Background: an optimization exercise with open tools, aiming at small area. Do not read the settings as production practice. The RTL was checked by simulation tests, not by an equivalence proof against the original design. Power figures rest on the tool's default switching activity, not on a simulated workload.

==> flow/design.v (outline; a module is shown in full before it is edited, if it fits) <==
// module sync_signle_bit: 42 lines
// module sync_reset: 16 lines
// module rifl_sync_fifo: 83 lines
// module scrambler: 21 lines
// module rifl_scramble_cntrl: 143 lines
// module rifl_encode: 31 lines
// module tx_controller: 158 lines
// module rifl_shiftreg: 37 lines
// module tx_dwidth_conv: 34 lines
// module vcode_gen: 79 lines
// module rifl_tx: 110 lines
// module rx_aligner: 83 lines
// module rx_up_detector: 23 lines
// module rx_align_detector: 92 lines
// module vcode_val: 141 lines
// module rx_controller: 50 lines
// module rx_cdc: 50 lines
// module remote_fc_detector: 19 lines
// module rx_dwidth_conv: 8 lines
// module rifl_rx: 164 lines
// module tx_spatial_cb: 41 lines
// module rx_spatial_cb: 36 lines
// module rifl_core: 160 lines
// module rifl_rst_gen: 26 lines
// module tx_axis_conv: 72 lines
// module rx_axis_conv: 99 lines
// module rifl_link: 163 lines
module rifl_link #
(
    parameter int GT_WIDTH = 64,
    parameter int USER_WIDTH = 64,
    parameter int FRAME_WIDTH = 64,
    parameter int FRAME_ID_WIDTH = 6,
    parameter int FRAME_FREQ = 161
)
(
    input logic clk,
    input logic rst,
    input logic [GT_WIDTH-1:0] gt_rx_data,
    output logic [GT_WIDTH-1:0] gt_tx_data,
    input logic [USER_WIDTH-1:0] s_axis_tdata,
    input logic [USER_WIDTH/8-1:0] s_axis_tkeep,
    input logic s_axis_tlast,
    input logic s_axis_tvalid,
    output logic s_axis_tready,
    output logic [USER_WIDTH-1:0] m_axis_tdata,
    output logic [USER_WIDTH/8-1:0] m_axis_tkeep,
    output logic m_axis_tlast,
    output logic m_axis_tvalid,
    input logic m_axis_tready,
    input logic compensate,
    output logic tx_state_init,
    output logic tx_state_send_pause,
    output logic tx_state_pause,
    output logic tx_state_send_retrans,
    output logic tx_state_retrans,
    output logic tx_state_normal,
    output logic rx_up,
    output logic rx_aligned,
    output logic rx_error,
    output logic rx_pause_request,
    output logic rx_retrans_request,
    output logic local_fc,
    output logic remote_fc
);
  // ...
==> flow/flow/run.sh <==
#!/bin/bash
# Layout flow: the standard layout (standard.sh) with three changes.
#  1. Synthesis maps the logic with an area-oriented ABC script
#     (flow/abc_area.script) in place of ORFS's delay-oriented one; everything
#     else in synth_recipe.tcl is unchanged, so the registers are the same.
#  2. Clock tree synthesis clusters up to 28 sinks within 90 um per leaf
#     buffer and inserts no dummy loads.
#  3. After global routing, antennas are repaired once more with a margin
#     (flow/grt_antenna.tcl), so that detailed routing leaves fewer of them,
#     and max slew and capacitance are repaired again after it.
# make's output, with every tool's log, goes to flow_make.log; ORFS keeps each
# step's log under orfs/logs/.
set -euo pipefail
W=$(pwd)
cat > "$W/flow_synth.tcl" <<EOT
proc abc {args} {
  set i [lsearch -exact \$args -script]
  if {\$i >= 0} { lset args [expr {\$i + 1}] {$W/flow/abc_area.script} }
  yosys abc {*}\$args
}
source {$W/synth_recipe.tcl}
EOT
sed "s#SYNTH_SCRIPT=[^ ]*#SYNTH_SCRIPT=$W/flow_synth.tcl#" standard.sh > flow_standard.sh
grep -q "SYNTH_SCRIPT=$W/flow_synth.tcl" flow_standard.sh
export CTS_ARGS="-sink_clustering_enable -repair_clock_nets -sink_clustering_size 28 -sink_clustering_max_diameter 90 -dont_use_dummy_load"
export POST_GLOBAL_ROUTE_TCL="$W/flow/grt_antenna.tcl"
bash flow_standard.sh > flow_make.log 2>&1
==> flow/flow/abc_area.script <==
&get -n
&st
&dc2
&dch
&nf -R 1000
&put
==> flow/flow/grt_antenna.tcl <==
repair_antennas -ratio_margin 40 -iterations 5
check_placement -verbose
estimate_parasitics -placement
repair_design_helper
global_route -start_incremental
detailed_placement
global_route -end_incremental -congestion_report_file $::env(REPORTS_DIR)/congestion_post_antenna_margin.rpt
check_placement -verbose
==> flow/standard.sh <==
#!/bin/bash
# synth_recipe.tcl (not shown) runs the flow's synth.tcl, then flattens the netlist and writes it again
# the make line also repeats each setting of config.mk as NAME=value (left out here)
make -C /OpenROAD-flow-scripts/flow DESIGN_CONFIG=/design/flow/config.mk WORK_HOME=/design/flow/orfs CLKGATE_MAP_FILE= SYNTH_SCRIPT=/design/flow/synth_recipe.tcl "${@:-finish}"
==> flow/config.mk <==
export PLATFORM = sky130hd
export DESIGN_NAME = rifl_link
export DESIGN_NICKNAME = rifl_link
export VERILOG_FILES = /design/flow/design.v
export SDC_FILE = /design/flow/constraint.sdc
export NUM_CORES = 8
export LEC_CHECK = 0
export CAP_MARGIN = 20
export CORE_MARGIN = 2
export CORE_UTILIZATION = 30
export SETUP_SLACK_MARGIN = 0.3
export SLEW_MARGIN = 20
export SYNTH_MEMORY_MAX_BITS = 16384
==> flow/constraint.sdc <==
create_clock -name core_clock -period 8.0 [get_ports {clk}]
set_input_delay 1.6000 -clock core_clock [delete_from_list [all_inputs] [get_ports {clk}]]
set_output_delay 1.6000 -clock core_clock [all_outputs]
set_load 0.01 [all_outputs]
==> impl_metrics.py, run 1 <==
metrics = {
    "outcome": {
        "status": "aborted with a tool error",
        "haltStage": "detailed routing (5_2_route)",
        "firstError": "Error: detail_route.tcl, 8 Global routing failed, run `make gui_grt` and load /design/flow/orfs/reports/sky130hd/rifl_link/base/congestion.rpt  in DRC viewer to view c...",
    },
    "global_route": {
        "grt_max_degree": 202,
        "grt_pass1_vias": 198399,
        "antenna_found_initial": 221,
        "globalRoute.busiestLayer": "met2",
        "grt_use_met3_pct": 8.12,
        "gr-usage-all-layers_pct": 20.1,
        "grt_overflow": 0,
        "grt_use_met2_pct": 28.0,
        "grt_pass1_wl_um": 1790000,
    },
    "die": {
        "initial_core_util_pct": 30.1,
        "rows": 416,
        "io-pin-count": 294,
        "dieHeight_um": 1140,
    },
    "clocking": {
        "htreeDepth": 5,
        "clock_path_buffers": 5,
        "cts_root_buffer": "clkbuf_16",
        "cts_made_buffers": 475,
        "post_cts_buffers": 0,
        "hold_buffers": 0,
        "ctsResizeCount": 0,
    },
    "logic_synthesis": {
        "syn_avg_cell_area_um2": 20.5,
        "syn_inst": 18844,
        "syn_nets": 19047,
        "yosysWarnings": 23,
        "synth_area_um2": 386000,
    },
    "timing": {
        "crit_endpoint": "u_rifl_core.genblk1[0].u_rifl_tx.u_vcode_gen.data_out[3]$_DFF_P_/D",
        "worstEndpointType": "register input",
    },
    "placed_design": {
        "post-dp-hpwl_um": 858000,
        "gp_congestion": 0.953,
        "portBuffers": 293,
        "dp_slack_ns": 0.735,
        "dp.cells": 37105,
        "post_dp_cell_area_um2": 419000,
    },
}
==> module rifl_sync_fifo, before the edit <==
module rifl_sync_fifo #
(
    parameter int DWIDTH = 50,
    parameter int NSLOT = 144
)
(
    input logic clk,
    input logic rst,
    input logic [DWIDTH-1:0] wr_data,
    input logic wr_en,
    input logic rd_en,
    output logic [DWIDTH-1:0] rd_data,
    output logic rd_empty,
    output logic [7:0] fifo_cnt
);
    localparam int AW = $clog2(NSLOT);
    logic [4:0] lutram_rd_ptr, lutram_wr_ptr;
    logic [7:0] bram_rd_ptr, bram_wr_ptr;
    logic bram_valid_1, bram_valid_2;
    logic bram_to_lutram, bram_to_lutram_1, bram_to_lutram_2;
    logic lutram_empty, lutram_full, bram_empty, bram_full;
    logic input_to_bram, input_to_lutram, store;
    logic [4:0] lutram_cnt;
    logic [7:0] bram_cnt;
    logic [AW:0] last;       
    logic [NSLOT-1:0][DWIDTH-1:0] mem;
    logic [DWIDTH-1:0] head_data;
    assign lutram_empty = lutram_rd_ptr == lutram_wr_ptr;
    assign lutram_full = lutram_rd_ptr == {~lutram_wr_ptr[4], lutram_wr_ptr[3:0]};
    assign bram_full = bram_rd_ptr == {~bram_wr_ptr[7], bram_wr_ptr[6:0]};
    assign bram_empty = bram_rd_ptr == bram_wr_ptr && ~bram_valid_1 && ~bram_valid_2;
    assign input_to_bram = wr_en && (~bram_empty || lutram_full);
    assign input_to_lutram = (~lutram_empty | ~rd_en) & bram_empty & wr_en & ~lutram_full;
    assign store = input_to_lutram | (input_to_bram & ~bram_full);
    assign lutram_cnt = lutram_wr_ptr - lutram_rd_ptr;
    assign bram_cnt = bram_wr_ptr - bram_rd_ptr;
    always_ff @(posedge clk) begin
        if (rst) begin
            lutram_rd_ptr <= 5'd0;
            lutram_wr_ptr <= 5'd0;
            bram_rd_ptr <= 8'd0;
            bram_wr_ptr <= 8'd0;
            bram_valid_1 <= 1'b0;
            bram_valid_2 <= 1'b0;
            bram_to_lutram <= 1'b0;
            bram_to_lutram_1 <= 1'b0;
            bram_to_lutram_2 <= 1'b0;
            fifo_cnt <= 8'd0;
            last <= {(AW+1){1'b1}};
        end
        else begin
            fifo_cnt <= bram_cnt + lutram_cnt;
            if (~bram_full & input_to_bram)
                bram_wr_ptr <= bram_wr_ptr + 1'b1;
            if (input_to_lutram | (bram_to_lutram_2 & bram_valid_2))
                lutram_wr_ptr <= lutram_wr_ptr + 1'b1;
            if (bram_rd_ptr != bram_wr_ptr && bram_to_lutram)
                bram_rd_ptr <= bram_rd_ptr + 1'b1;
            bram_valid_1 <= bram_rd_ptr != bram_wr_ptr;
            bram_valid_2 <= bram_valid_1;
            bram_to_lutram_1 <= bram_to_lutram;
            bram_to_lutram_2 <= bram_to_lutram_1;
            bram_to_lutram <= lutram_cnt <= 5'd8;
            if (rd_en && ~lutram_empty)
                lutram_rd_ptr <= lutram_rd_ptr + 1'b1;
            if (store & ~(rd_en & ~lutram_empty))
                last <= last + 1'b1;
            else if (~store & (rd_en & ~lutram_empty))
                last <= last - 1'b1;
        end
    end
    always_ff @(posedge clk) begin
        if (store)
            mem <= {mem[NSLOT-2:0], wr_data};
    end
    always_comb begin
        head_data = {DWIDTH{1'b0}};
        for (int i = 0; i < NSLOT; i++)
            head_data = head_data | (mem[i] & {DWIDTH{last == i}});
    end
    assign rd_data = (lutram_empty & bram_empty) ? wr_data : head_data;
    assign rd_empty = lutram_empty & (~wr_en | ~bram_empty);
endmodule
==> run 2: changes to the inputs <==
--- a/flow/design.v
+++ b/flow/design.v
@@ -85,4 +85,8 @@
     logic [7:0] bram_cnt;
     logic [AW:0] last;       
+    logic [AW:0] last_next;
+    logic consume;
+    logic [(NSLOT+15)/16-1:0] last_hi;
+    logic [15:0] last_lo;
     logic [NSLOT-1:0][DWIDTH-1:0] mem;
     logic [DWIDTH-1:0] head_data;
@@ -125,10 +129,15 @@
             if (rd_en && ~lutram_empty)
                 lutram_rd_ptr <= lutram_rd_ptr + 1'b1;
-            if (store & ~(rd_en & ~lutram_empty))
-                last <= last + 1'b1;
-            else if (~store & (rd_en & ~lutram_empty))
-                last <= last - 1'b1;
+            last <= last_next;
         end
     end
+    assign consume = rd_en & ~lutram_empty;
+    assign last_next = store & ~consume ? last + 1'b1 : ~store & consume ? last - 1'b1 : last;
+    always_ff @(posedge clk) begin
+        for (int h = 0; h < (NSLOT+15)/16; h++)
+            last_hi[h] <= ~rst && last_next[AW:4] == h;
+        for (int l = 0; l < 16; l++)
+            last_lo[l] <= last_next[3:0] == l;
+    end
     always_ff @(posedge clk) begin
         if (store)
@@ -138,5 +147,5 @@
         head_data = {DWIDTH{1'b0}};
         for (int i = 0; i < NSLOT; i++)
-            head_data = head_data | (mem[i] & {DWIDTH{last == i}});
+            head_data = head_data | (mem[i] & {DWIDTH{last_hi[i/16] & last_lo[i%16]}});
     end
     assign rd_data = (lutram_empty & bram_empty) ? wr_data : head_data;
==> flow/flow/run.sh (replaced) <==
#!/bin/bash
# Layout flow: the standard layout (standard.sh) with three changes.
#  1. Synthesis maps the logic with an area-oriented ABC script
#     (flow/abc_area.script) in place of ORFS's delay-oriented one; everything
#     else in synth_recipe.tcl is unchanged, so the registers are the same.
#  2. Clock tree synthesis clusters up to 24 sinks within 80 um per leaf
#     buffer and inserts no dummy loads.
#  3. After global routing, antennas are repaired once more with a margin
#     (flow/grt_antenna.tcl), so that detailed routing leaves fewer of them.
# make's output, with every tool's log, goes to flow_make.log; ORFS keeps each
# step's log under orfs/logs/.
set -euo pipefail
W=$(pwd)
cat > "$W/flow_synth.tcl" <<EOT
proc abc {args} {
  set i [lsearch -exact \$args -script]
  if {\$i >= 0} { lset args [expr {\$i + 1}] {$W/flow/abc_area.script} }
  yosys abc {*}\$args
}
source {$W/synth_recipe.tcl}
EOT
sed "s#SYNTH_SCRIPT=[^ ]*#SYNTH_SCRIPT=$W/flow_synth.tcl#" standard.sh > flow_standard.sh
grep -q "SYNTH_SCRIPT=$W/flow_synth.tcl" flow_standard.sh
export CTS_ARGS="-sink_clustering_enable -repair_clock_nets -sink_clustering_size 24 -sink_clustering_max_diameter 80 -dont_use_dummy_load"
export POST_GLOBAL_ROUTE_TCL="$W/flow/grt_antenna.tcl"
bash flow_standard.sh > flow_make.log 2>&1
==> flow/flow/grt_antenna.tcl (replaced) <==
repair_antennas -ratio_margin 40 -iterations 5
check_placement -verbose
--- a/flow/config.mk
+++ b/flow/config.mk
@@ -8,6 +8,6 @@
 export CAP_MARGIN = 20
 export CORE_MARGIN = 2
-export CORE_UTILIZATION = 30
-export SETUP_SLACK_MARGIN = 0.3
+export CORE_UTILIZATION = 35
+export SETUP_SLACK_MARGIN = 0.2
 export SLEW_MARGIN = 20
 export SYNTH_MEMORY_MAX_BITS = 16384
==> run 2 against run 1 <==
Now fails the layout checks on antenna violations, max-capacitance violations, max-slew violations; synthesized cell count grew 0.22%; global-route usage grew 3.1 points; synthesized area grew 0.27%.
==> impl_metrics.py, run 2 <==
metrics = {
    "critical_path": {
        "worst-path-max-fanout": 36,
        "r2r_cells": 28,
        "worstSetupPathType": "flop to flop",
        "endpoint_kind": "flop",
        "crit_top_cell": "xnor2_1",
        "crit_path_top_delay_cell": "dfxtp_4",
        "cp-startpoint": "u_rifl_core.genblk1[0].u_rifl_tx.shift_d$_DFF_P_",
        "regToRegSetupSlack_ns": 0.76,
        "worstPathRequired_ns": 8.96,
        "arrival_ns": 8.20,
        "reg2reg_from": "u_rifl_core.genblk1[0].u_rifl_tx.shift_d$_DFF_P_",
        "max_stage_delay_ns": 0.58,
        "start_kind": "flop",
    },
    "placed_design": {
        "gp_congestion": 0.960,
        "dp.cells": 34656,
        "portBuffers": 293,
        "post-dp-hpwl_um": 836000,
    },
    "timing": {
        "setup_viol": 0,
        "worst_slew_pin_slew_ns": 1.90,
        "slew_headroom_pct": -26.6,
        "min_period_ns": 7.24,
        "finalClockSkew_ns": 0.159,
        "slew_viol_final": 57,
        "hold_viol": 0,
        "fin_hold_ws_ns": 0.297,
        "min_period_over_period_pct": 90.6,
        "fmax_mhz": 138,
        "finalSetupTns_ns": 0,
    },
    "clocking": {
        "clock_path_buffers": 5,
        "htreeDepth": 6,
        "hold_buffers": 0,
        "clk_pin_slew_ns": 0.09,
        "post_cts_buffers": 0,
        "ctsResizeCount": 0,
        "cts_made_buffers": 581,
        "cts_root_buffer": "clkbuf_16",
        "clock_latency_ns": 1.14,
        "cts_sinks": 11344,
        "cts_tree": "built",
    },
    "logic_synthesis": {
        "syn_avg_cell_area_um2": 20.5,
        "syn_nets": 19084,
        "syn_inst": 18885,
        "yosysWarnings": 23,
        "synth_area_um2": 387000,
    },
    "die": {
        "dieArea_um2": 1110000,
        "rows": 386,
        "dieHeight_um": 1060,
        "initial_core_util_pct": 35.1,
        "io-pin-count": 294,
        "dieWidth_um": 1060,
        "coreArea_um2": 1100000,
    },
    "power_and_ir_drop": {
        "power.total_mw": 186,
        "leakage_nw": 139,
        "ir_drop_v": 0.00452,
        "power_per_cell_area_nw_per_um2": 432,
    },
    "detailed_routing": {
        "vias_per_cell": 6.32,
        "drt-initial-drc-count": 64900,
        "vias": 225617,
        "firstDrtPassIters": 14,
        "ant_nets": 1,
        "wl_per_cell_um": 37.9,
        "route.detailed.drc": 0,
        "wl_um": 1350000,
    },
    "finish": {
        "n_fill_cell": 98560,
        "nNetsFinal": 20694,
        "layout_commonest_cell": "edfxtp_1",
        "post-route-util_pct": 39.1,
        "drive_above_1_share_pct": 7.80,
        "area_growth_pct": 11.5,
        "final_cells": 35716,
        "final_cell_mix": "10,531 x edfxtp_1, 1,316 x a222oi_1, 803 x dfxtp_1, 798 x nand2_1, 743 x a22oi_1",
    },
    "job": {
        "cap_violations": 1,
    },
    "global_route": {
        "grt_overflow": 0,
        "grt_max_degree": 197,
        "gr-usage-all-layers_pct": 23.2,
        "antenna_found_initial": 198,
        "grt_pass1_vias": 200846,
        "grt_pass1_wl_um": 1770000,
    },
    "outcome": {
        "so_faults": "antenna violations, max-capacitance violations, max-slew violations",
        "status": "complete, but fails checks",
    },
    "worst_hold_path": {
        "min_path_type": "flop to flop",
    },
}
[run 2: final cells by class]
class	count	area [µm²]	area share, %
diodes	479	1200	0.278
clock buffers	581	14500	3.37
inverters	145	572	0.133
multi-input cells	7396	54600	12.7
flip-flops and latches	11344	333000	77.1
well taps	14744	18400	4.28
repair buffers	1027	9360	2.17
[run 2: worst min-delay path by stage]
stage / startpoint / to / slack, ns / cells after the start
after CTS: u_rifl_core.genblk1[0].u_rifl_rx.dly_data[1][1]$_DFF_P_ / u_rifl_core.genblk1[0].u_rifl_rx.dly_data[2][1]$_DFF_P_ / 0.30 / 0
final: u_rifl_core.genblk1[0].u_rifl_rx.dly_data[1][1]$_DFF_P_ / u_rifl_core.genblk1[0].u_rifl_rx.dly_data[2][1]$_DFF_P_ / 0.30 / 0
after detailed placement: flop / u_rifl_core.genblk1[0].u_rifl_tx.is_data_d$_DFF_P_ / 0.31 / 0
after floorplan: flop / u_rifl_core.genblk1[0].u_rifl_rx.dly_data[0][0]$_DFF_P_ / 0.31 / 0
after global placement: flop / u_rifl_core.genblk1[0].u_rifl_rx.dly_data[0][3]$_DFF_P_ / 0.31 / 0
[run 2: worst max-delay path, delay by kind of cell, from the launching register on]
family / cells / cell delay [ns]
AO/OA/AOI/OAI: 2 / 0.44
XOR/XNOR: 22 / 5.35
buffers and inverters: 4 / 0.77
flip-flops: 1 / 0.58
[run 2: per-stage QoR]
stage | setup WS [ns] | instance area [µm²]
floorplan | -52.35 | 387000
global placement | 0.146 | 415000
detailed placement | 0.468 | 415000
CTS | 0.367 | 430000
finish | 0.756 | 431000
[run 2: power by group]
part           switching [mW]  internal [mW]
clock network            18.1           13.0
registers               0.573           65.1
logic                    47.2           42.3
total                    65.9            120
[run 2: routing by layer]
metal  share of wire [%]  GRT usage (%)  wire [µm]  vias up
met5               0.057          0.777        773        -
met4                 6.4           13.1      87100       97
met3                  18           9.45     243000     4598
met2                  41           31.8     553000    23864
met1                  35           30.9     470000   113751
li1                    -              -          -    83307
==> run 3: changes to the inputs <==
--- a/flow/flow/run.sh
+++ b/flow/flow/run.sh
@@ -4,5 +4,5 @@
 #     (flow/abc_area.script) in place of ORFS's delay-oriented one; everything
 #     else in synth_recipe.tcl is unchanged, so the registers are the same.
-#  2. Clock tree synthesis clusters up to 24 sinks within 80 um per leaf
+#  2. Clock tree synthesis clusters up to 22 sinks within 80 um per leaf
 #     buffer and inserts no dummy loads.
 #  3. After global routing, antennas are repaired once more with a margin
@@ -22,5 +22,5 @@
 sed "s#SYNTH_SCRIPT=[^ ]*#SYNTH_SCRIPT=$W/flow_synth.tcl#" standard.sh > flow_standard.sh
 grep -q "SYNTH_SCRIPT=$W/flow_synth.tcl" flow_standard.sh
-export CTS_ARGS="-sink_clustering_enable -repair_clock_nets -sink_clustering_size 24 -sink_clustering_max_diameter 80 -dont_use_dummy_load"
+export CTS_ARGS="-sink_clustering_enable -repair_clock_nets -sink_clustering_size 22 -sink_clustering_max_diameter 80 -dont_use_dummy_load"
 export POST_GLOBAL_ROUTE_TCL="$W/flow/grt_antenna.tcl"
 bash flow_standard.sh > flow_make.log 2>&1
--- a/flow/config.mk
+++ b/flow/config.mk
@@ -8,5 +8,5 @@
 export CAP_MARGIN = 20
 export CORE_MARGIN = 2
-export CORE_UTILIZATION = 35
+export CORE_UTILIZATION = 30
 export SETUP_SLACK_MARGIN = 0.2
 export SLEW_MARGIN = 20
==> run 3 against run 2 <==
The layout fails its checks (max-capacitance violations, max-slew violations); utilization fell by 5.3 points; clock power rose by 3%; maximum frequency fell by 3.2%; power fell by 4.7%; die area rose by 17%; clock skew rose by 0.037 ns; via count fell by 0.53%; final area rose by 0.92%; worst setup slack got worse by 0.24 ns; global-route usage fell by 3.3 points; sequential share of layout area fell by 0.70 points; count of clock-buffer cells in the layout rose by 39.
==> impl_metrics.py, run 3 <==
metrics = {
    "outcome": {
        "status": "complete, but fails checks",
        "so_faults": "max-capacitance violations, max-slew violations",
    },
    "critical_path": {
        "arrival_ns": 8.20,
        "endpoint": "u_rx_axis_conv.tdata_reg[45]$_DFFE_PP_",
        "crit_path_top_delay_cell": "and2_4",
        "r2r_cells": 18,
        "start_kind": "flop",
        "worstPathRequired_ns": 8.72,
        "r2r-end": "u_rx_axis_conv.tdata_reg[45]$_DFFE_PP_",
        "regToRegSetupSlack_ns": 0.52,
        "endpoint_kind": "flop",
        "max_stage_delay_ns": 1.01,
        "path_cells": "and2_4 > buf_4 > a22oi_1 > nand4_1 > nor4_1 > nand3_1 > nor4_1 > a21oi_1 > or2_0 > clkinv_1 > nand2_1 > clkinv_1 > a2111oi_0 > o21ai_0 > a21boi_0 > nand2_1 > inv_2 > buf_4",
        "worst-path-max-fanout": 51,
        "worstSetupPathType": "flop to flop",
    },
    "timing": {
        "finalClockSkew_ns": 0.196,
        "slew_viol_final": 24,
        "worst_slew_pin_slew_ns": 1.50,
        "fin_hold_ws_ns": 0.298,
        "hold_viol": 0,
        "min_period_over_period_pct": 93.5,
        "min_period_ns": 7.48,
        "setup_viol": 0,
        "slew_headroom_pct": -0.134,
        "fmax_mhz": 134,
    },
    "finish": {
        "multiInputGateArea_um2": 54600,
        "regArea_um2": 333000,
        "drive_above_1_share_pct": 7.93,
        "layout_commonest_cell": "edfxtp_1",
        "final_cell_mix": "10,531 x edfxtp_1, 1,316 x a222oi_1, 803 x dfxtp_1, 797 x nand2_1, 743 x a22oi_1",
        "final_cells": 38255,
        "finalInstanceArea_um2": 435000,
        "nNetsFinal": 20716,
        "n_fill_cell": 120239,
        "post-route-util_pct": 33.8,
        "area_growth_pct": 12.5,
    },
    "clocking": {
        "clk_pin_slew_ns": 0.09,
        "clock_latency_ns": 1.16,
        "ctsResizeCount": 0,
        "cts_root_buffer": "clkbuf_16",
        "cts_made_buffers": 620,
        "clock_path_buffers": 5,
        "hold_buffers": 0,
        "htreeDepth": 6,
        "cts_tree": "built",
        "cts_sinks": 11344,
        "post_cts_buffers": 0,
    },
    "power_and_ir_drop": {
        "ir_drop_v": 0.00376,
        "power_per_cell_area_nw_per_um2": 408,
        "leakage_nw": 139,
    },
    "global_route": {
        "antenna_found_initial": 213,
        "grt_pass1_wl_um": 1790000,
        "gr-usage-all-layers_pct": 19.9,
        "grt_overflow": 0,
        "grt_max_degree": 201,
        "grt_pass1_vias": 200722,
    },
    "placed_design": {
        "post-dp-hpwl_um": 834000,
        "portBuffers": 293,
        "gp_congestion": 0.941,
        "post_dp_cell_area_um2": 418000,
        "dp.cells": 37071,
    },
    "worst_hold_path": {
        "min_path_type": "flop to flop",
    },
    "die": {
        "dieArea_um2": 1300000,
        "initial_core_util_pct": 30.1,
        "dieWidth_um": 1140,
        "io-pin-count": 294,
        "dieHeight_um": 1140,
        "rows": 417,
        "coreArea_um2": 1290000,
    },
    "job": {
        "cap_violations": 1,
    },
    "detailed_routing": {
        "vias_per_cell": 5.87,
        "wl_per_cell_um": 35.7,
        "wl_um": 1370000,
        "route.detailed.drc": 0,
        "drt-initial-drc-count": 65827,
        "firstDrtPassIters": 17,
        "vias": 224427,
        "ant_nets": 0,
    },
    "logic_synthesis": {
        "synth_area_um2": 387000,
        "syn_inst": 18885,
        "syn_nets": 19084,
        "yosysWarnings": 23,
        "syn_avg_cell_area_um2": 20.5,
    },
}
run 3: metrics by stage:
stage          worst slack, ns  setup TNS, ns  power, mW
2_1_floorplan           -52.35              -        132
3_3_place_gp            -0.195         -0.591        144
3_5_place_dp             0.435              0        146
4_1_cts                  0.378              0        177
6_report                 0.520              0        178
run 3: worst max-delay path, delay by kind of cell (launching register included):
| kind | cells | cell delay [ns] |
|---|---|---|
| AND/OR/NAND/NOR | 8 | 2.12 |
| AO/OA/AOI/OAI | 5 | 2.24 |
| buffers and inverters | 5 | 1.79 |
| flip-flops | 1 | 0.78 |
run 3: how the worst min path moves through the flow:
stage                                                             startpoint                                                  endpoint  cells after the start  slack (ns)
CTS                 u_rifl_core.genblk1[0].u_rifl_rx.dly_data[1][20]$_DFF_P_  u_rifl_core.genblk1[0].u_rifl_rx.dly_data[2][20]$_DFF_P_                      0        0.30
global placement     u_rifl_core.genblk1[0].u_rifl_rx.dly_data[1][1]$_DFF_P_   u_rifl_core.genblk1[0].u_rifl_rx.dly_data[2][1]$_DFF_P_                      0        0.31
detailed placement  u_rifl_core.genblk1[0].u_rifl_rx.dly_data[0][12]$_DFF_P_  u_rifl_core.genblk1[0].u_rifl_rx.dly_data[1][12]$_DFF_P_                      0        0.31
floorplan                                                               flop   u_rifl_core.genblk1[0].u_rifl_rx.dly_data[0][0]$_DFF_P_                      0        0.31
finish               u_rifl_core.genblk1[0].u_rifl_rx.dly_data[0][7]$_DFF_P_   u_rifl_core.genblk1[0].u_rifl_rx.dly_data[1][7]$_DFF_P_                      0        0.30
run 3: area by class of cell:
cell class	instances	area share (%)
multi-input combinational	7396	12.5
inverter	145	0.131
antenna	561	0.323
sequential	11344	76.4
timing repair buffer	1010	2.09
tap	17179	4.94
clock buffer	620	3.56
run 3: power breakdown:
part           internal, mW  switching (mW)  leakage [nW]
clock                  13.9            18.3          7.64
sequential             65.1           0.585           109
combinational          36.8            42.8          22.4
total                   116            61.8           139
run 3: layer usage:
layer | part of all wire (%) | wire length [µm] | up-vias | GRT usage, %
li1 | - | - | 83468 | -
met1 | 35 | 482000 | 113451 | 26.5
met2 | 41 | 554000 | 23393 | 27.5
met3 | 18 | 246000 | 4043 | 8.40
met4 | 5.9 | 81100 | 72 | 10.1
met5 | 0.10 | 1370 | - | 0.584
==> run 4: changes to the inputs <==
--- a/flow/flow/run.sh
+++ b/flow/flow/run.sh
@@ -7,5 +7,6 @@
 #     buffer and inserts no dummy loads.
 #  3. After global routing, antennas are repaired once more with a margin
-#     (flow/grt_antenna.tcl), so that detailed routing leaves fewer of them.
+#     (flow/grt_antenna.tcl), so that detailed routing leaves fewer of them,
+#     and the repair after detailed routing may take up to 8 rounds.
 # make's output, with every tool's log, goes to flow_make.log; ORFS keeps each
 # step's log under orfs/logs/.
@@ -24,3 +25,4 @@
 export CTS_ARGS="-sink_clustering_enable -repair_clock_nets -sink_clustering_size 22 -sink_clustering_max_diameter 80 -dont_use_dummy_load"
 export POST_GLOBAL_ROUTE_TCL="$W/flow/grt_antenna.tcl"
+export MAX_REPAIR_ANTENNAS_ITER_DRT=8
 bash flow_standard.sh > flow_make.log 2>&1
==> flow/flow/grt_antenna.tcl (replaced) <==
repair_antennas -ratio_margin 80 -iterations 5
check_placement -verbose
--- a/flow/config.mk
+++ b/flow/config.mk
@@ -6,8 +6,8 @@
 export NUM_CORES = 8
 export LEC_CHECK = 0
-export CAP_MARGIN = 20
+export CAP_MARGIN = 40
 export CORE_MARGIN = 2
 export CORE_UTILIZATION = 30
 export SETUP_SLACK_MARGIN = 0.2
-export SLEW_MARGIN = 20
+export SLEW_MARGIN = 40
 export SYNTH_MEMORY_MAX_BITS = 16384
==> run 4 against run 3 <==
Now clean on timing, DRC and antenna; clock power is essentially flat; routed wire length grew 1.4%; maximum frequency grew 0.45%; count of clock-buffer cells in the layout grew 2; register-to-register slack gained 0.03 ns; critical path depth grew 3; global-route usage is essentially flat; sequential share of layout area shrank 2.7 points; synthesized cell count is the same; final area grew 3.6%; power grew 0.67%; critical path type unchanged.
==> impl_metrics.py, run 4 <==
metrics = {
    "clocking": {
        "post_cts_buffers": 0,
        "ctsResizeCount": 0,
        "clock_path_buffers": 5,
        "clock_latency_ns": 1.19,
        "cts_root_buffer": "clkbuf_16",
        "clk_pin_slew_ns": 0.08,
        "cts_sinks": 11344,
        "cts_tree": "built",
        "htreeDepth": 6,
        "hold_buffers": 0,
        "cts_made_buffers": 622,
    },
    "worst_hold_path": {
        "hold_start": "u_rifl_core.genblk1[0].u_rifl_rx.dly_data[1][44]$_DFF_P_",
        "whs_path_depth": 0,
        "min_path_type": "flop to flop",
        "hold_end": "u_rifl_core.genblk1[0].u_rifl_rx.dly_data[2][44]$_DFF_P_",
    },
    "global_route": {
        "gr-usage-all-layers_pct": 19.9,
        "grt_pass1_wl_um": 1790000,
        "antenna_found_initial": 209,
        "grt_max_degree": 181,
        "grt_overflow": 0,
        "grt_pass1_vias": 200914,
    },
    "timing": {
        "setup_viol": 0,
        "min_period_ns": 7.45,
        "slew_viol_final": 0,
        "hold_viol": 0,
        "finalClockSkew_ns": 0.220,
        "min_period_over_period_pct": 93.1,
        "worst_slew_pin_slew_ns": 1.40,
        "slew_headroom_pct": 6.67,
        "fmax_mhz": 134,
    },
    "critical_path": {
        "worst-path-max-fanout": 115,
        "r2r_cells": 21,
        "max_stage_delay_ns": 0.79,
        "endpoint_kind": "flop",
        "regToRegSetupSlack_ns": 0.55,
        "path_cells": "and2_4 > buf_4 > a221oi_1 > nand3_1 > nor2_1 > nand4_1 > nor4_1 > buf_4 > a21oi_1 > a31oi_2 > buf_4 > clkinv_1 > o21ai_2 > a21oi_2 > or2_4 > buf_12 > buf_12 > buf_12 > buf_16 > buf_12 > buf_16",
        "cp.buffers_inverters": 10,
        "crit_top_cell": "buf_12",
        "critPathTopFamily": "buffers and inverters",
        "start_kind": "flop",
        "worstPathRequired_ns": 8.72,
        "worstSetupPathType": "flop to flop",
        "crit_path_top_delay_cell": "dfxtp_1",
        "arrival_ns": 8.17,
    },
    "detailed_routing": {
        "vias": 236147,
        "firstDrtPassIters": 14,
        "wl_um": 1380000,
        "ant_nets": 0,
        "vias_per_cell": 5.38,
        "drt-initial-drc-count": 69505,
        "route.detailed.drc": 0,
        "wl_per_cell_um": 31.6,
    },
    "finish": {
        "final_cells": 43860,
        "drive_above_1_share_pct": 8.50,
        "area_growth_pct": 16.6,
        "final_cell_mix": "10,531 x edfxtp_1, 1,316 x a222oi_1, 796 x nand2_1, 789 x dfxtp_1, 743 x a22oi_1",
        "layout_commonest_cell": "edfxtp_1",
        "nNetsFinal": 20793,
    },
    "die": {
        "initial_core_util_pct": 30.1,
        "io-pin-count": 294,
        "rows": 417,
        "dieArea_um2": 1300000,
        "dieHeight_um": 1140,
        "dieWidth_um": 1140,
        "coreArea_um2": 1290000,
    },
    "outcome": {
        "status": "timing/DRC/antenna clean",
    },
    "job": {
        "cap_violations": 0,
    },
    "placed_design": {
        "gp_congestion": 0.941,
        "post-dp-hpwl_um": 847000,
        "dp.cells": 37125,
        "portBuffers": 293,
    },
    "logic_synthesis": {
        "synth_area_um2": 387000,
        "syn_avg_cell_area_um2": 20.5,
        "syn_nets": 19084,
        "yosysWarnings": 23,
        "syn_inst": 18885,
    },
    "power_and_ir_drop": {
        "power.total_mw": 179,
        "leakage_nw": 140,
        "power_per_cell_area_nw_per_um2": 396,
        "ir_drop_v": 0.00391,
    },
}
==> run 4: report_power, final <==
| group | leakage [nW] | internal (mW) | switching [mW] |
|---|---|---|---|
| Sequential | 109 | 65.0 | 0.590 |
| Clock | 7.69 | 13.9 | 18.5 |
| Combinational | 23.1 | 37.1 | 43.6 |
| Total | 140 | 116 | 62.6 |
==> run 4: per-layer routing <==
layer | GRT usage (%) | share of wire (%) | wire, µm
met1 | 26.6 | 35 | 481000
met5 | 0.214 | 0.10 | 1420
met3 | 8.41 | 18 | 256000
met4 | 10.0 | 5.9 | 81200
met2 | 27.4 | 41 | 565000
==> run 4: layout make-up <==
| type | count | area (µm²) |
|---|---|---|
| Timing Repair Buffer | 1085 | 10800 |
| Antenna cell | 6089 | 15200 |
| Fill cell | 119712 | 836000 |
| Inverter | 145 | 573 |
| Clock buffer | 622 | 15600 |
| Multi-Input combinational cell | 7396 | 54800 |
| Tap cell | 17179 | 21500 |
| Sequential cell | 11344 | 333000 |
==> run 4: how the worst max path moves through the flow <==
stage                                                     startpoint  cells after the start  endpoint  slack [ns]
finish                                                          flop                     21      flop        0.55
CTS                 u_rifl_core.genblk1[0].u_rifl_tx.shift_d$_DFF_P_                     29      flop        0.28
detailed placement  u_rifl_core.genblk1[0].u_rifl_tx.shift_d$_DFF_P_                     28      flop        0.41
global placement    u_rifl_core.genblk1[0].u_rifl_tx.shift_d$_DFF_P_                     28      flop       -0.20
floorplan                                                       flop                     16      flop      -52.35
==> run 4: stage by stage <==
step	utilization (%)	TNS [ns]	hold WS, ns	worst slack [ns]	area [µm²]
floorplan	-	-	0.310	-52.35	387000
global placement	32.5	-0.591	0.312	-0.195	418000
detailed placement	32.6	0	0.312	0.409	419000
CTS	33.8	0	0.293	0.276	435000
finish	35.0	0	0.308	0.553	451000
==> run 5: changes to the inputs <==
--- a/flow/flow/run.sh
+++ b/flow/flow/run.sh
@@ -4,5 +4,5 @@
 #     (flow/abc_area.script) in place of ORFS's delay-oriented one; everything
 #     else in synth_recipe.tcl is unchanged, so the registers are the same.
-#  2. Clock tree synthesis clusters up to 22 sinks within 80 um per leaf
+#  2. Clock tree synthesis clusters up to 24 sinks within 80 um per leaf
 #     buffer and inserts no dummy loads.
 #  3. After global routing, antennas are repaired once more with a margin
@@ -23,5 +23,5 @@
 sed "s#SYNTH_SCRIPT=[^ ]*#SYNTH_SCRIPT=$W/flow_synth.tcl#" standard.sh > flow_standard.sh
 grep -q "SYNTH_SCRIPT=$W/flow_synth.tcl" flow_standard.sh
-export CTS_ARGS="-sink_clustering_enable -repair_clock_nets -sink_clustering_size 22 -sink_clustering_max_diameter 80 -dont_use_dummy_load"
+export CTS_ARGS="-sink_clustering_enable -repair_clock_nets -sink_clustering_size 24 -sink_clustering_max_diameter 80 -dont_use_dummy_load"
 export POST_GLOBAL_ROUTE_TCL="$W/flow/grt_antenna.tcl"
 export MAX_REPAIR_ANTENNAS_ITER_DRT=8
==> flow/flow/grt_antenna.tcl (replaced) <==
repair_antennas -ratio_margin 60 -iterations 5
check_placement -verbose
--- a/flow/config.mk
+++ b/flow/config.mk
@@ -8,5 +8,5 @@
 export CAP_MARGIN = 40
 export CORE_MARGIN = 2
-export CORE_UTILIZATION = 30
+export CORE_UTILIZATION = 35
 export SETUP_SLACK_MARGIN = 0.2
 export SLEW_MARGIN = 40
==> run 5 against run 4 <==
Still clean on timing, DRC and antenna; critical path depth increased by 6; utilization up 4.3 points; sequential power is essentially flat; maximum frequency is 3.5% higher; synthesized area did not move; sequential share of layout area grew 2.9 points; final area is 3.7% lower; non-clock buffer count is 19 lower; critical path type unchanged; largest cell class unchanged; highest routed layer unchanged.
==> impl_metrics.py, run 5 <==
metrics = {
    "timing": {
        "slew_headroom_pct": 26.7,
        "setup_viol": 0,
        "worst_slew_pin_slew_ns": 1.10,
        "slew_viol_final": 0,
        "min_period_over_period_pct": 89.9,
        "fmax_mhz": 139,
        "min_period_ns": 7.19,
        "fin_ws_ns": 0.805,
        "hold_viol": 0,
        "fin_hold_ws_ns": 0.286,
        "finalSetupTns_ns": 0,
        "finalClockSkew_ns": 0.163,
    },
    "placed_design": {
        "gp_congestion": 0.960,
        "post-dp-hpwl_um": 839000,
        "post_dp_cell_area_um2": 416000,
        "portBuffers": 293,
        "dp_slack_ns": 0.508,
    },
    "finish": {
        "finalInstanceArea_um2": 434000,
        "n_fill_cell": 98498,
        "layout_commonest_cell": "edfxtp_1",
        "drive_above_1_share_pct": 8.14,
        "nNetsFinal": 20735,
        "area_growth_pct": 12.3,
        "final_cell_mix": "10,531 x edfxtp_1, 1,316 x a222oi_1, 797 x nand2_1, 797 x dfxtp_1, 743 x a22oi_1",
    },
    "critical_path": {
        "reg2reg_from": "u_rifl_core.genblk1[0].u_rifl_tx.shift_d$_DFF_P_",
        "crit_top_cell": "xnor2_1",
        "worst-path-max-fanout": 36,
        "max_stage_delay_ns": 0.59,
        "start_kind": "flop",
        "arrival_ns": 8.14,
        "r2r_cells": 27,
        "worstPathRequired_ns": 8.95,
        "worstSetupPathType": "flop to flop",
        "regToRegSetupSlack_ns": 0.81,
        "endpoint_kind": "flop",
        "crit_path_top_delay_cell": "dfxtp_4",
    },
    "clocking": {
        "clock_path_buffers": 5,
        "cts_root_buffer": "clkbuf_16",
        "ctsResizeCount": 0,
        "post_cts_buffers": 0,
        "cts_sinks": 11344,
        "cts_tree": "built",
        "cts_made_buffers": 583,
        "hold_buffers": 0,
        "clock_latency_ns": 1.15,
        "htreeDepth": 6,
        "clk_pin_slew_ns": 0.10,
    },
    "logic_synthesis": {
        "syn_inst": 18885,
        "yosysWarnings": 23,
        "syn_avg_cell_area_um2": 20.5,
        "syn_nets": 19084,
        "synth_area_um2": 387000,
    },
    "power_and_ir_drop": {
        "internal_power_mw": 121,
        "power.total_mw": 187,
        "power_frac_comb_pct": 48.2,
        "power_per_cell_area_nw_per_um2": 431,
        "leakage_nw": 139,
        "p_switching_mw": 66.2,
        "clkPwrFrac_pct": 16.7,
        "seq_power_share_pct": 35.1,
        "switching_share_pct": 35.4,
        "ir_drop_v": 0.00445,
    },
    "global_route": {
        "grt_pass1_wl_um": 1780000,
        "grt_max_degree": 177,
        "grt_pass1_vias": 200832,
        "gr-usage-all-layers_pct": 23.2,
        "antenna_found_initial": 206,
        "grt_overflow": 0,
    },
    "detailed_routing": {
        "wl_per_cell_um": 37.1,
        "route.detailed.drc": 0,
        "drt-initial-drc-count": 67266,
        "wl_um": 1350000,
        "vias_per_cell": 6.18,
        "vias": 225083,
        "ant_nets": 0,
        "firstDrtPassIters": 14,
    },
    "outcome": {
        "status": "timing/DRC/antenna clean",
    },
    "die": {
        "rows": 386,
        "io-pin-count": 294,
        "dieHeight_um": 1060,
        "dieArea_um2": 1110000,
        "dieWidth_um": 1060,
        "coreArea_um2": 1100000,
        "initial_core_util_pct": 35.1,
    },
    "worst_hold_path": {
        "hold_end": "u_rifl_core.genblk1[0].u_rifl_rx.dly_data[2][46]$_DFF_P_",
        "hold_start": "u_rifl_core.genblk1[0].u_rifl_rx.dly_data[1][46]$_DFF_P_",
        "min_path_type": "flop to flop",
        "whs_path_depth": 0,
    },
    "job": {
        "cap_violations": 0,
    },
}
==> run 5: worst max path at each step <==
| stage | start | end |
|---|---|---|
| 4_1_cts | u_rifl_core.genblk1[0].u_rifl_tx.shift_d$_DFF_P_ | flop |
| 2_1_floorplan | flop | flop |
| 6_report | u_rifl_core.genblk1[0].u_rifl_tx.shift_d$_DFF_P_ | flop |
| 3_5_place_dp | u_rifl_core.genblk1[0].u_rifl_tx.shift_d$_DFF_P_ | flop |
| 3_3_place_gp | u_rifl_core.genblk1[0].u_rifl_tx.shift_d$_DFF_P_ | flop |
==> run 5: power by group through the flow <==
stage | registers [mW] | clock network [mW] | logic [mW]
final | 65.7 | 31.2 | 90.2
after global placement | 66.9 | 0 | 89.0
after detailed placement | 66.9 | 0 | 90.0
after CTS | 65.6 | 31.6 | 89.0
after floorplan | 66.8 | 0 | 65.6
==> run 5: cell type report <==
type / count / area [µm²] / area share (%)
multi-input cells: 7396 / 54800 / 12.6
repair buffers: 1066 / 10300 / 2.37
clock buffers: 583 / 14600 / 3.36
well taps: 14744 / 18400 / 4.25
diodes: 1163 / 2910 / 0.670
flip-flops and latches: 11344 / 333000 / 76.6
inverters: 145 / 573 / 0.132
==> run 5: worst max-delay path, delay by kind of cell, from the launching register on <==
kind | cells | cell delay (ns)
AOI/OAI and AO/OA | 2 | 0.44
DFF | 1 | 0.59
buffers and inverters | 2 | 0.43
xor gates and xnor gates | 23 | 5.61
==> run 5: stage by stage <==
step	util, %	instances
after floorplan	-	18885
after detailed placement	37.7	34675
final	39.4	36441
after CTS	39.0	35258
after global placement	37.7	34656
==> run 5: metal layers <==
layer | share of wire, % | up-vias | global-route usage, %
li1 | - | 84350 | -
met1 | 35 | 113080 | 30.9
met2 | 41 | 23499 | 32.7
met3 | 18 | 4086 | 9.48
met4 | 5.9 | 68 | 11.4
met5 | 0.049 | - | 0.0382
==> run 6: changes to the inputs <==
==> flow/flow/grt_antenna.tcl (replaced) <==
repair_antennas -ratio_margin 50 -iterations 5
check_placement -verbose
--- a/flow/config.mk
+++ b/flow/config.mk
@@ -8,5 +8,5 @@
 export CAP_MARGIN = 40
 export CORE_MARGIN = 2
-export CORE_UTILIZATION = 35
+export CORE_UTILIZATION = 40
 export SETUP_SLACK_MARGIN = 0.2
 export SLEW_MARGIN = 40
==> run 6 against run 5 <==
Critical path depth is 3 higher; synthesized area is the same; maximum frequency is 1.5% lower; critical path type unchanged; largest cell class unchanged.
==> impl_metrics.py, run 6 <==
metrics = {
    "clocking": {
        "cts_root_buffer": "clkbuf_16",
        "ctsResizeCount": 0,
        "hold_buffers": 0,
        "cts_tree": "built",
        "post_cts_buffers": 0,
        "clock_latency_ns": 1.14,
        "cts_sinks": 11344,
        "htreeDepth": 6,
        "clk_pin_slew_ns": 0.09,
        "clock_path_buffers": 5,
        "cts_made_buffers": 595,
    },
    "placed_design": {
        "gp_congestion": 0.952,
        "post-dp-hpwl_um": 848000,
        "portBuffers": 293,
    },
    "global_route": {
        "grt_max_degree": 172,
        "gr-usage-all-layers_pct": 26.5,
        "grt_pass1_vias": 200611,
        "antenna_found_initial": 212,
        "grt_pass1_wl_um": 1770000,
        "grt_overflow": 0,
    },
    "power_and_ir_drop": {
        "p_switching_mw": 63.6,
        "switching_share_pct": 34.5,
        "leakage_nw": 140,
        "internal_power_mw": 121,
        "power_per_cell_area_nw_per_um2": 427,
        "power_frac_comb_pct": 47.3,
        "clkPwrFrac_pct": 17.1,
        "seq_power_share_pct": 35.7,
        "ir_drop_v": 0.00439,
    },
    "logic_synthesis": {
        "yosysWarnings": 23,
        "syn_nets": 19084,
        "synth_area_um2": 387000,
        "syn_avg_cell_area_um2": 20.5,
        "syn_inst": 18885,
    },
    "outcome": {
        "status": "timing/DRC/antenna clean",
    },
    "detailed_routing": {
        "vias_per_cell": 6.60,
        "drt-initial-drc-count": 66453,
        "ant_nets": 0,
        "vias": 224697,
        "wl_per_cell_um": 39.7,
        "route.detailed.drc": 0,
        "wl_um": 1350000,
        "firstDrtPassIters": 13,
    },
    "critical_path": {
        "cp-startpoint": "u_rifl_core.genblk1[0].u_rifl_tx.shift_d$_DFF_P_",
        "reg2reg_from": "u_rifl_core.genblk1[0].u_rifl_tx.shift_d$_DFF_P_",
        "crit_path_top_delay_cell": "dfxtp_2",
        "arrival_ns": 8.30,
        "worstSetupPathType": "flop to flop",
        "crit_top_cell": "xnor2_1",
        "start_kind": "flop",
        "worstPathRequired_ns": 9.00,
        "worst-path-max-fanout": 22,
        "max_stage_delay_ns": 0.64,
        "endpoint_kind": "flop",
    },
    "die": {
        "dieHeight_um": 987,
        "initial_core_util_pct": 40.1,
        "dieWidth_um": 987,
        "dieArea_um2": 975000,
        "io-pin-count": 294,
        "rows": 361,
        "coreArea_um2": 965000,
    },
    "finish": {
        "multiInputGateArea_um2": 54700,
        "regArea_um2": 333000,
        "final_cell_mix": "10,531 x edfxtp_1, 1,316 x a222oi_1, 801 x dfxtp_1, 797 x nand2_1, 743 x a22oi_1",
        "drive_above_1_share_pct": 8.29,
        "post-route-util_pct": 44.7,
        "area_growth_pct": 11.5,
        "layout_commonest_cell": "edfxtp_1",
        "n_fill_cell": 81620,
        "nNetsFinal": 20790,
    },
    "timing": {
        "fmax_mhz": 137,
        "min_period_ns": 7.31,
        "setup_viol": 0,
        "finalSetupTns_ns": 0,
        "slew_viol_final": 0,
        "min_period_over_period_pct": 91.3,
        "slew_headroom_pct": 29.1,
        "worst_slew_pin_slew_ns": 1.06,
        "finalClockSkew_ns": 0.144,
        "hold_viol": 0,
    },
    "worst_hold_path": {
        "min_path_type": "flop to flop",
    },
    "job": {
        "cap_violations": 0,
    },
}
-- run 6: final cells by class --
class	instances	share of cell area (%)
well taps	12886	3.74
diodes	592	0.344
flip-flops and latches	11344	77.1
multi-input cells	7396	12.7
repair buffers	1109	2.54
inverters	145	0.132
clock buffers	595	3.45
-- run 6: final timing paths --
kind          end  slack, ns  depth (start not counted)
max          flop       0.69                         30
min          flop       0.32                          0
max reg2reg  flop       0.69                         30
min reg2reg  flop       0.32                          0
-- run 6: stage by stage --
stage          power, mW  worst slack, ns  instance area (µm²)  hold WS [ns]  std cells
6_report             184            0.693               431000         0.320      34067
4_1_cts              184            0.391               429000         0.324      33451
3_5_place_dp         154            0.495               414000         0.312      32856
3_3_place_gp         152           0.0981               413000         0.311      32815
2_1_floorplan        132           -52.35               387000         0.310      18885
-- run 6: per-layer routing --
metal / track usage (%) / wire length [µm]
met5: 0 / 806
met4: 13.0 / 77700
met3: 10.7 / 245000
met2: 36.7 / 557000
met1: 36.3 / 471000
-- run 6: power groups by stage --
stage                     Sequential [mW]  Combinational, mW  Clock [mW]
after global placement               67.0               85.4           0
after CTS                            65.6               86.8        31.8
final                                65.7               87.1        31.4
after floorplan                      66.8               65.6           0
after detailed placement             67.0               87.3           0
-- run 6: worst max-delay path, delay by kind of cell (launching register included) --
kind | cells | cell delay, ns
flip-flops | 1 | 0.64
buffers and inverters | 5 | 1.00
AO/OA/AOI/OAI | 3 | 0.58
XOR/XNOR | 22 | 5.00

## separate check: timing with driven ports
No port has a modelled driver above. Below, the same layouts with a new extraction and two added sets of constraints. Step 1 (the two cells are an assumption about what drives the block):
set clk [get_ports {clk}]
set_driving_cell -lib_cell sky130_fd_sc_hd__clkbuf_16 $clk
set_driving_cell -lib_cell sky130_fd_sc_hd__buf_2 [delete_from_list [all_inputs] $clk]
Step 2, shift: input delay + t, output delay - t, t = (earliest + latest rising clock arrival at the registers) / 2. This alone moves slack from input paths to output paths. Slacks: ideal ports / drivers / drivers and shift; pairs: ideal ports / drivers.
run	t, ns	setup slack, ns	worst hold slack (ns)	worst setup path at the end	cell pins on the clock port's net
run 2	1.185	0.756 / 0.756 / 0.756	0.297 / 0.297 / 0.297	register to register	1
run 3	1.173	0.520 / 0.520 / 0.520	0.298 / 0.298 / 0.298	register to register	1
run 4	1.214	0.553 / 0.553 / 0.553	0.308 / 0.308 / 0.308	register to register	1
run 5	1.196	0.805 / 0.805 / 0.805	0.286 / 0.286 / 0.286	register to register	1
run 6	1.229	0.693 / 0.693 / 0.693	0.320 / 0.320 / 0.320	register to register	1
